What follows belongs to an exercise in optimizing a design on an open flow for small area and a short achievable clock period; a production flow would make more cautious choices. RTL that was checked went through simulation tests only; none was proved equivalent to the original. Power figures rest on the tool's default switching activity, not on a simulated workload.

== try-onyx ==
Design alu64_sync, start of the top module:
module alu64_sync(
    input clk,
    input en,
    input MD,
    input [2:0] OP,
    input [63:0] R1,
    input [63:0] R2,
    output reg EQ,
    output reg GT,
    output reg LT,
    output reg OVR,
    output reg [63:0] Q
    );
	reg [63:0] D_r;
	reg [5:1] V_r;
	reg FILL_r, REV_r, ADD_r, SLT_r, SGT_r, LT_r, EQ_r, OVR_r;
	reg [15:1] BC_r;
	wire [63:0] D_w, S_w;
	wire [5:0] V_w;
	wire FILL_w, REV_w, ADD_w, SLT_w, SGT_w, LT_w, EQ_w, OVR_w;
	wire [15:1] BC_w;
	wire GT_1 = ~(LT_r | EQ_r);
	always @(posedge clk)
	begin
		D_r <= D_w;
		V_r <= V_w[5:1];
		FILL_r <= FILL_w;
		REV_r <= REV_w;
		ADD_r <= ADD_w;
		BC_r <= BC_w;
		SLT_r <= SLT_w;
		SGT_r <= SGT_w;
		LT_r <= LT_w;
		EQ_r <= EQ_w;
		OVR_r <= OVR_w;
		EQ <= EQ_r;
		GT <= GT_1;
		LT <= LT_r;
		OVR <= OVR_r;
		Q <= {S_w[63:1], S_w[0] | (SLT_r & LT_r) | (SGT_r & GT_1)};
	end
	alu64 u_front (
		.en(en), .MD(MD), .OP(OP), .R1(R1), .R2(R2),
		.D(D_w), .V(V_w), .FILL(FILL_w), .REV(REV_w), .ADD(ADD_w), .BC(BC_w),
		.SLT(SLT_w), .SGT(SGT_w), .LT(LT_w), .EQ(EQ_w), .OVR(OVR_w));
	shift64 u_back (
		.D(D_r), .V({V_r, 1'b0}), .FILL(FILL_r), .REV(REV_r), .ADD(ADD_r), .BC(BC_r),
		.S(S_w));
endmodule
Size in the first run: ~2800 cells after synthesis, about 160 flip-flops, about 200 I/O pins, about 16000 sq um of cells after synthesis.
clock: 4.0 ns
lec_check: 0
abc_area: 1
cap_margin: 20
core_margin: 2
core_utilization: 50
cts_buf_list: sky130_fd_sc_hd__clkbuf_8
setup_slack_margin: 1.7
slew_margin: 20
standard.sh (not shown) runs the stock make flow with config.mk's settings and CLKGATE_MAP_FILE= SYNTH_SCRIPT=/design/flow/synth_recipe.tcl, a recipe that flattens the netlist after the stock synthesis.
==> flow/flow/run.sh <==
#!/bin/bash
# Standard ORFS layout (the standard.sh), with the port buffers made from the
# smallest buffer cell instead of the one buffer_ports picks by default.
set -euo pipefail
bash standard.sh BUFFER_PORTS_ARGS="-buffer_cell sky130_fd_sc_hd__buf_1" finish > standard.log 2>&1
Input-level comparison between try-yarrow and try-onyx:
- changing CTS_BUF_LIST from sky130_fd_sc_hd__clkbuf_8 to sky130_fd_sc_hd__clkbuf_4 sky130_fd_sc_hd__clkbuf_8
==> flow/flow/run.sh <==
#!/bin/bash
# Layout flow: the standard.sh throughout, with two changes.
#  1. Synthesis runs with a copy of the ORFS scripts whose ABC area script is
#     replaced by flow/abc_area.script (ABC map with a required time of 1500 ps instead of delay-optimal mapping);
#     everything else in synthesis (synth_recipe.tcl, synth.tcl) is unchanged.
#  2. The port buffers use the smallest buffer cell (buf_1).
set -euo pipefail
rm -rf scripts_mod
cp -r "$FLOW_HOME/scripts" scripts_mod
cp flow/abc_area.script scripts_mod/abc_area.script
bash standard.sh SCRIPTS_DIR="$PWD/scripts_mod" ABC_AREA=1 synth > synth.log 2>&1
bash standard.sh BUFFER_PORTS_ARGS="-buffer_cell sky130_fd_sc_hd__buf_1" finish > standard.log 2>&1
==> flow/flow/abc_area.script (new file) <==
strash
dch
map -D 1500
topo
stime -c
buffer -c
upsize -c
dnsize -c
## What came out
- Est. power | try-yarrow vs try-onyx | try-yarrow higher
- In the tables for try-onyx and try-yarrow, fmax reads lower with try-yarrow.
- Taking try-onyx as the reference, in try-yarrow final instance count without filler cells decreased 258; combined flip-flop and latch cell area essentially unchanged; transition at the pin with the smallest max-transition slack decreased 0.16 ns.
- try-yarrow vs try-onyx on number of instances in the synthesized netlist: try-yarrow is the lower one.
- The kind of critical path comes out in -> reg in one run and reg -> reg in the other, namely in try-yarrow and try-onyx respectively.
- Taking try-onyx as the reference point, the die outline height of try-yarrow falls by 3.2 um.
- Logic depth of the worst path, buffers included: try-yarrow vs try-onyx up 1
- Between try-onyx and try-yarrow, the flow reports wire length increasing by a few percent.
- try-yarrow ended up with a higher total met2 wirelength after detailed routing than try-onyx did.
What try-indigo does differently from try-yarrow at the input level:
- SETUP_SLACK_MARGIN now 1.5, was 1.7
- CTS_BUF_LIST no longer set, was sky130_fd_sc_hd__clkbuf_4 sky130_fd_sc_hd__clkbuf_8
- CORE_UTILIZATION now 40, was 50
==> flow/flow/run.sh <==
#!/bin/bash
# Standard ORFS layout (the standard.sh), with the port buffers made from the
# smallest buffer cell instead of the one buffer_ports picks by default.
set -euo pipefail
bash standard.sh BUFFER_PORTS_ARGS="-buffer_cell sky130_fd_sc_hd__buf_1" finish > standard.log 2>&1
removed: flow/flow/abc_area.script
### Flow results
Relative to try-yarrow, total chip power decreased by about 3% in try-indigo. In the tables for try-indigo and try-yarrow, routed wire length on met2 reads higher with try-yarrow. The final reports for try-indigo and try-yarrow show total power per unit cell area higher in the former. Looking only at maximum VDD drop, and setting everything else aside, the lower value of try-indigo and try-yarrow goes to try-yarrow. Going from try-yarrow to try-indigo, the vias per cell was found to have gone down by 10%. The area inside the core boundary in try-indigo is 1.3 times that in try-yarrow.

Another version of the RTL of alu64_sync (not shown whole).
Size in the first run: about 200 I/O pins, ~15000 um^2 of cells after synthesis.
## alu64_sync
module alu64_sync(
    input clk,
    input en,
    input MD,
    input [2:0] OP,
    input [63:0] R1,
    input [63:0] R2,
    output reg EQ,
    output reg GT,
    output reg LT,
    output reg OVR,
    output reg [63:0] Q
    );
	reg [63:0] D_r;
	reg [5:1] V_r;
	reg FILL_r, REV_r, ADD_r, SLT_r, SGT_r, LT_r, EQ_r, OVR_r;
	reg [15:1] BC_r;
	wire [63:0] D_w, S_w;
	wire [5:0] V_w;
	wire FILL_w, REV_w, ADD_w, SLT_w, SGT_w, LT_w, EQ_w, OVR_w;
	wire [15:1] BC_w;
	wire GT_1 = ~(LT_r | EQ_r);
	always @(posedge clk)
	begin
		D_r <= D_w;
		V_r <= V_w[5:1];
		FILL_r <= FILL_w;
		REV_r <= REV_w;
		ADD_r <= ADD_w;
		BC_r <= BC_w;
		SLT_r <= SLT_w;
		SGT_r <= SGT_w;
		LT_r <= LT_w;
		EQ_r <= EQ_w;
		OVR_r <= OVR_w;
		EQ <= EQ_r;
		GT <= GT_1;
		LT <= LT_r;
		OVR <= OVR_r;
		Q <= {S_w[63:1], S_w[0] | (SLT_r & LT_r) | (SGT_r & GT_1)};
	end
	alu64 u_front (
		.en(en), .MD(MD), .OP(OP), .R1(R1), .R2(R2),
		.D(D_w), .V(V_w), .FILL(FILL_w), .REV(REV_w), .ADD(ADD_w), .BC(BC_w),
		.SLT(SLT_w), .SGT(SGT_w), .LT(LT_w), .EQ(EQ_w), .OVR(OVR_w));
	shift64 u_back (
		.D(D_r), .V({V_r, 1'b0}), .FILL(FILL_r), .REV(REV_r), .ADD(ADD_r), .BC(BC_r),
		.S(S_w));
endmodule
clock: 4.0 ns
lec_check: 0
abc_area: 1
cap_margin: 20
core_margin: 2
core_utilization: 55
cts_buf_list: sky130_fd_sc_hd__clkbuf_4 sky130_fd_sc_hd__clkbuf_8
setup_slack_margin: 1.65
slew_margin: 20
==> flow/flow/run.sh <==
#!/bin/bash
# Standard ORFS layout (the standard.sh), with the port buffers made from the
# smallest buffer cell instead of the one buffer_ports picks by default.
set -euo pipefail
bash standard.sh BUFFER_PORTS_ARGS="-buffer_cell sky130_fd_sc_hd__buf_1" finish > standard.log 2>&1
The starting point produced a clean layout.
Rerun with:
--- a/flow/config.mk
+++ b/flow/config.mk
@@ -12,3 +12,3 @@
 export CTS_BUF_LIST = sky130_fd_sc_hd__clkbuf_4 sky130_fd_sc_hd__clkbuf_8
-export SETUP_SLACK_MARGIN = 1.65
+export SETUP_SLACK_MARGIN = 1.8
 export SLEW_MARGIN = 20
Result: Power came out higher by 3.1%. Global-route usage came out lower by 3.9 points. Die area does not change.
Rerun with:
--- a/flow/config.mk
+++ b/flow/config.mk
@@ -12,3 +12,3 @@
 export CTS_BUF_LIST = sky130_fd_sc_hd__clkbuf_4 sky130_fd_sc_hd__clkbuf_8
-export SETUP_SLACK_MARGIN = 1.8
+export SETUP_SLACK_MARGIN = 1.6
 export SLEW_MARGIN = 20
After rerunning:
- The new run finished clean
- total power is lower by a few percent
- sequential share of layout area goes up by 0.75 points
- cell area is lower by a few percent
- clock skew stays flat
- core utilization fell by 2.7 points
- cell count fell slightly
- setup slack loses 0.18 ns
- combinational power drops by a few percent
- non-clock buffer count falls by 26
Rerun with:
--- a/flow/config.mk
+++ b/flow/config.mk
@@ -10,5 +10,5 @@
 export CORE_MARGIN = 2
-export CORE_UTILIZATION = 55
+export CORE_UTILIZATION = 50
 export CTS_BUF_LIST = sky130_fd_sc_hd__clkbuf_4 sky130_fd_sc_hd__clkbuf_8
-export SETUP_SLACK_MARGIN = 1.6
+export SETUP_SLACK_MARGIN = 1.7
 export SLEW_MARGIN = 20
The changed run completed with no timing, DRC or antenna violations.
Worst setup slack improves by 0.093 ns.
Sequential share of layout area came out lower by 0.35 points.
Design area came out higher slightly.
Total power came out higher by a few percent.
Combinational power hardly moves.
Register-to-register slack improves by 0.08 ns.

Setup of exp/umber:
Another version of the RTL of alu64_sync (not shown whole).
Size: ~150 flip-flops, ~200 I/O pins.
Settings: LEC_CHECK=0, ABC_AREA=1, CAP_MARGIN=20, CORE_MARGIN=2, CORE_UTILIZATION=40, SETUP_SLACK_MARGIN=1.5, SLEW_MARGIN=20; clock period 4.0 ns.
Scripts as last shown in full above: flow/flow/run.sh
For exp/indigo, these inputs were changed with respect to exp/umber:
# exp/umber
export LEC_CHECK = 0
export ABC_AREA = 1
export CAP_MARGIN = 20
export CORE_MARGIN = 2
export CORE_UTILIZATION = 40
export SETUP_SLACK_MARGIN = 1.5
export SLEW_MARGIN = 20
create_clock -name core_clock -period 4.0 [get_ports {clk}]
# exp/indigo
export LEC_CHECK = 0
export ABC_AREA = 1
export CAP_MARGIN = 20
export CORE_MARGIN = 2
export CORE_UTILIZATION = 40
export SETUP_SLACK_MARGIN = 1.8
export SLEW_MARGIN = 20
create_clock -name core_clock -period 4.0 [get_ports {clk}]
[summary]
Reported for exp/indigo and exp/umber, flip-flop and latch count turned out identical to the last digit. Going from exp/umber to exp/indigo, number of non-filler instances in the completed layout grows by 85. Stage delay of the slowest cell on the critical path delta for exp/indigo relative to exp/umber: 0.06 ns higher. Delta(total power divided by cell area, exp/indigo - exp/umber) < 0. Sort exp/indigo and exp/umber by final cycle utilization of the critical path, ascending, and exp/indigo comes first. exp/indigo ends up with a number of global-route vias before repair that is 5.5% higher than in exp/umber. exp/indigo ended with less first-iteration DRC count than exp/umber. When exp/indigo is measured against exp/umber, its minimum hold slack turns out 0.030 ns lower. Setup slack at placement (higher): exp/umber.
--- input diff exp/indigo..exp/pepper ---
# exp/indigo
export LEC_CHECK = 0
export ABC_AREA = 1
export CAP_MARGIN = 20
export CORE_MARGIN = 2
export CORE_UTILIZATION = 40
export SETUP_SLACK_MARGIN = 1.8
export SLEW_MARGIN = 20
create_clock -name core_clock -period 4.0 [get_ports {clk}]
# exp/pepper
export LEC_CHECK = 0
export ABC_AREA = 1
export CAP_MARGIN = 20
export CORE_MARGIN = 2
export CORE_UTILIZATION = 40
export SETUP_SLACK_MARGIN = 1.0
export SLEW_MARGIN = 20
create_clock -name core_clock -period 4.0 [get_ports {clk}]
Findings:
Compared exp/pepper vs exp/indigo, and wire length of the first global-routing pass is down in exp/pepper. Comparing exp/indigo and exp/pepper, the lower share of total power in combinational logic is on exp/pepper. exp/pepper vs exp/indigo on relative max-transition margin: exp/pepper is the lower one. The run with more routed wire is exp/indigo, not exp/pepper. | non-clock buffer count in the final layout | exp/pepper vs exp/indigo | 89 lower |. Compared with exp/indigo, exp/pepper shows a initial antenna violation count that is 2 lower. Against exp/indigo, exp/pepper reports a net load switching power that is lower. Re utilization: exp/indigo was higher than exp/pepper.
No run of this note included a check of the RTL's function; only the layout flow was run.

rev 12:
alu64_sync, a different RTL version from the one above (not shown whole).
For scale: ~2400 cells after synthesis, ~150 flip-flops, roughly 200 I/O pins, ~15000 um2 of cells after synthesis.
Settings: LEC_CHECK=0, ABC_AREA=1, CAP_MARGIN=20, CORE_MARGIN=2, CORE_UTILIZATION=40, SETUP_SLACK_MARGIN=1.5, SLEW_MARGIN=20; clock period 4.0 ns.
==> flow/flow/run.sh <==
#!/bin/bash
# Layout flow: the standard.sh throughout, with two changes.
#  1. Synthesis runs with a copy of the ORFS scripts whose ABC area script is
#     replaced by flow/abc_area.script (logic optimisation before the standard delay-aware mapping);
#     everything else in synthesis (synth_recipe.tcl, synth.tcl) is unchanged.
#  2. The port buffers use the smallest buffer cell (buf_1).
set -euo pipefail
rm -rf scripts_mod
cp -r "$FLOW_HOME/scripts" scripts_mod
cp flow/abc_area.script scripts_mod/abc_area.script
bash standard.sh SCRIPTS_DIR="$PWD/scripts_mod" ABC_AREA=1 synth > synth.log 2>&1
bash standard.sh BUFFER_PORTS_ARGS="-buffer_cell sky130_fd_sc_hd__buf_1" finish > standard.log 2>&1
==> flow/flow/abc_area.script <==
strash
refactor
rewrite
dc2
dch
map -B 0.9
topo
stime -c
buffer -c
upsize -c
dnsize -c
Rev 12 reached the end of the flow, and the finished layout is clean on the timing, design-rule and antenna checks.
The inputs of rev 13 differ from those of rev 12 as listed below.
==> flow/flow/run.sh <==
#!/bin/bash
# Standard ORFS layout (the standard.sh), with the port buffers made from the
# smallest buffer cell instead of the one buffer_ports picks by default.
set -euo pipefail
bash standard.sh BUFFER_PORTS_ARGS="-buffer_cell sky130_fd_sc_hd__buf_1" finish > standard.log 2>&1
removed: flow/flow/abc_area.script
## What came out
Compare rev 12 and rev 13 | final critical-path required period higher: rev 12
Going from rev 12 to rev 13, the via total after detailed routing was found to have gone up by 1559.
Total power of the final layout: higher on rev 12
The lower post-detailed-routing wire length of rev 12 and rev 13 is in rev 13.
Rev 13 against rev 12; final cell area excluding filler cells is down by a few percent.
Sort rev 12 and rev 13 by compound-gate portion of the synthesized area desc -> top: rev 12

## v25
RTL: one of the versions met above, not the one the previous note started from.
Size in the first run: roughly 160 flip-flops.
==> flow/design.v (excerpt) <==
module alu64_sync(
    input clk,
    input en,
    input MD,
    input [2:0] OP,
    input [63:0] R1,
    input [63:0] R2,
    output reg EQ,
    output reg GT,
    output reg LT,
    output reg OVR,
    output reg [63:0] Q
    );
Settings: LEC_CHECK=0, ABC_AREA=1, CAP_MARGIN=20, CORE_MARGIN=2, CORE_UTILIZATION=50, CTS_BUF_LIST=sky130_fd_sc_hd__clkbuf_4 sky130_fd_sc_hd__clkbuf_8, SETUP_SLACK_MARGIN=1.7, SLEW_MARGIN=20; clock period 4.0 ns.
==> flow/flow/run.sh <==
#!/bin/bash
# Layout flow: the standard.sh throughout, with two changes.
#  1. Synthesis runs with a copy of the ORFS scripts whose ABC area script is
#     replaced by flow/abc_area.script (ABC map with a required time of 2000 ps instead of delay-optimal mapping);
#     everything else in synthesis (synth_recipe.tcl, synth.tcl) is unchanged.
#  2. The port buffers use the smallest buffer cell (buf_1).
set -euo pipefail
rm -rf scripts_mod
cp -r "$FLOW_HOME/scripts" scripts_mod
cp flow/abc_area.script scripts_mod/abc_area.script
bash standard.sh SCRIPTS_DIR="$PWD/scripts_mod" ABC_AREA=1 synth > synth.log 2>&1
bash standard.sh BUFFER_PORTS_ARGS="-buffer_cell sky130_fd_sc_hd__buf_1" finish > standard.log 2>&1
==> flow/flow/abc_area.script <==
strash
dch
map -D 2000
topo
stime -c
buffer -c
upsize -c
dnsize -c
> inputs changed (v25 -> v10)
Settings: a change of SETUP_SLACK_MARGIN from 1.7 to 1.9.
==> flow/flow/run.sh <==
#!/bin/bash
# Standard ORFS layout (the standard.sh), with the port buffers made from the
# smallest buffer cell instead of the one buffer_ports picks by default.
set -euo pipefail
bash standard.sh BUFFER_PORTS_ARGS="-buffer_cell sky130_fd_sc_hd__buf_1" finish > standard.log 2>&1
removed: flow/flow/abc_area.script
[summary]
The sequential power of v25 and that of v10 are within noise of each other.
v10 vs v25: power of the clock network up by more than 10%
Between v25 and v10, the flow reports combinational logic power decreasing by more than 10%.
Changes observed in v10 relative to v25: flip-flop and latch share of the layout cell area shows an increase of 0.75 points; fraction of the cycle the final worst path needs shows a reduction of 14 points; fraction of synthesized area in multiplexers shows an increase of 0.72 points; power shows a reduction of about 5%; final non-filler cell area shows a reduction of about 4.7%.
v10 vs v25, shortest clock period the worst path allows after layout went down by 0.57 ns.
Wire length on met3 delta for v10 relative to v25: 4.1% lower
Global-route wire length before repair: v10 and v25 compared, lower one is v25
[inputs] v4 vs v10
Settings: setting PLACE_DENSITY to 0.75 for the first time; changing SETUP_SLACK_MARGIN from 1.9 to 1.7.
Findings:
- Compared with v10, in v4 power -10%; final core utilization -6.8 points; routed wire length -about 7%.
- Worst hold slack across all endpoints ended up 0.043 ns higher on v4 than on v10.
Changes in v53 relative to v4:
Settings: SETUP_SLACK_MARGIN: 1.7 -> 1.5; PLACE_DENSITY: 0.75 -> unset; CORE_UTILIZATION: 50 -> 40.
[summary]
- v53 — core area about 26% higher, v4 as reference
- Worst hold margin: v53 vs v4 down 0.022 ns
- Against v4, the final cell area of v53 is lower.
- Internal reg-to-reg setup slack in v53 is 0.10 ns lower than in v4
Input-level comparison between v17 and v53:
Settings: CORE_UTILIZATION changed from 40 to 50; SETUP_SLACK_MARGIN changed from 1.5 to 1.6.
--- outcome ---
Lower number of antenna violations at the first check in global routing was reported by v53, not v17.
v17 vs. v53: detail-routed via count per cell up about 6%, worst setup slack increased 0.027 ns.
Combinational cell power is lower on v53
v17 vs v53, worst clock skew went down by 0.0071 ns.
Going from v53 to v17, post-route minimum period shrinks by 0.027 ns.
Edits applied to the flow inputs when going from v17 to v42:
Settings: a change of CORE_UTILIZATION from 50 to 40; a change of SETUP_SLACK_MARGIN from 1.6 to 1.3.
Notes after the runs:
- Standard cell with the maximum stage delay on the critical path: sky130_fd_sc_hd__o221ai_1 -> v17, sky130_fd_sc_hd__a221oi_1 -> v42
- Changes observed in v42 relative to v17: number of global-route vias before repair fell by 156, sequential share of power went up 0.4 points, arrival time at the worst endpoint moved up, flip-flop and latch share of the layout cell area increased by 0.57 points relative to the old numbers.

what the ideal ports hide:
In the flow no input, the clock included, has a driving cell. The finished layouts below were timed again as built, in two steps. Step 1, drivers: a clkbuf_16 drives clk and a buf_2 each remaining input, both assumed. Step 2 adds t to the input delays and takes it off the output delays; t is the mean of the earliest and latest rising clock arrival at the registers after step 1. Input paths then give back, and output paths get back, about the clock's delay inside the block. Three values: ideal, step 1, step 2; two values: the first two.
| run | shift t [ns] | setup slack, ns | hold WS [ns] | clock arrival spread, ns |
|---|---|---|---|---|
| try-onyx | 0.510 | 1.729 / 1.729 / 1.257 | 0.319 / 0.319 / 0.319 | 0.027 / 0.027 |
| try-yarrow | 0.508 | 1.569 / 1.484 / 0.977 | 0.369 / 0.369 / 0.369 | 0.021 / 0.021 |
| try-indigo | 0.514 | 1.518 / 1.518 / 1.107 | 0.377 / 0.377 / 0.377 | 0.019 / 0.019 |
| the first run of note 2 | 0.542 | 1.608 / 1.608 / 1.113 | 0.382 / 0.382 / 0.382 | 0.025 / 0.026 |
| the second run of note 2 | 0.538 | 1.738 / 1.734 / 1.196 | 0.340 / 0.340 / 0.340 | 0.031 / 0.031 |
| the third run of note 2 | 0.530 | 1.555 / 1.570 / 1.051 | 0.385 / 0.385 / 0.385 | 0.024 / 0.024 |
| the fourth run of note 2 | 0.530 | 1.648 / 1.648 / 1.183 | 0.376 / 0.376 / 0.376 | 0.027 / 0.027 |
| exp/umber | 0.510 | 1.567 / 1.567 / 1.127 | 0.356 / 0.356 / 0.356 | 0.019 / 0.019 |
| exp/indigo | 0.514 | 1.762 / 1.744 / 1.229 | 0.327 / 0.327 / 0.327 | 0.021 / 0.021 |
| exp/pepper | 0.516 | 1.153 / 1.186 / 0.671 | 0.356 / 0.356 / 0.356 | 0.020 / 0.019 |
| rev 12 | 0.494 | 1.189 / 1.173 / 0.679 | 0.392 / 0.392 / 0.392 | 0.018 / 0.018 |
| rev 13 | 0.492 | 1.557 / 1.557 / 1.108 | 0.403 / 0.403 / 0.403 | 0.017 / 0.017 |
| v25 | 0.518 | 1.263 / 1.245 / 0.726 | 0.363 / 0.363 / 0.363 | 0.017 / 0.017 |
| v10 | 0.531 | 1.832 / 1.800 / 1.269 | 0.370 / 0.370 / 0.370 | 0.026 / 0.026 |
| v4 | 0.532 | 1.663 / 1.682 / 1.150 | 0.413 / 0.413 / 0.413 | 0.029 / 0.029 |
| v53 | 0.552 | 1.575 / 1.604 / 1.051 | 0.391 / 0.391 / 0.391 | 0.027 / 0.027 |
| v17 | 0.516 | 1.602 / 1.615 / 1.099 | 0.334 / 0.334 / 0.334 | 0.027 / 0.027 |
| v42 | 0.554 | 1.372 / 1.400 / 0.846 | 0.384 / 0.384 / 0.384 | 0.028 / 0.028 |
After both steps setup and hold are still met in every run listed. The setup slack of try-yarrow, which loses most, moves by -0.085 ns with the drivers and by -0.592 ns with both steps.
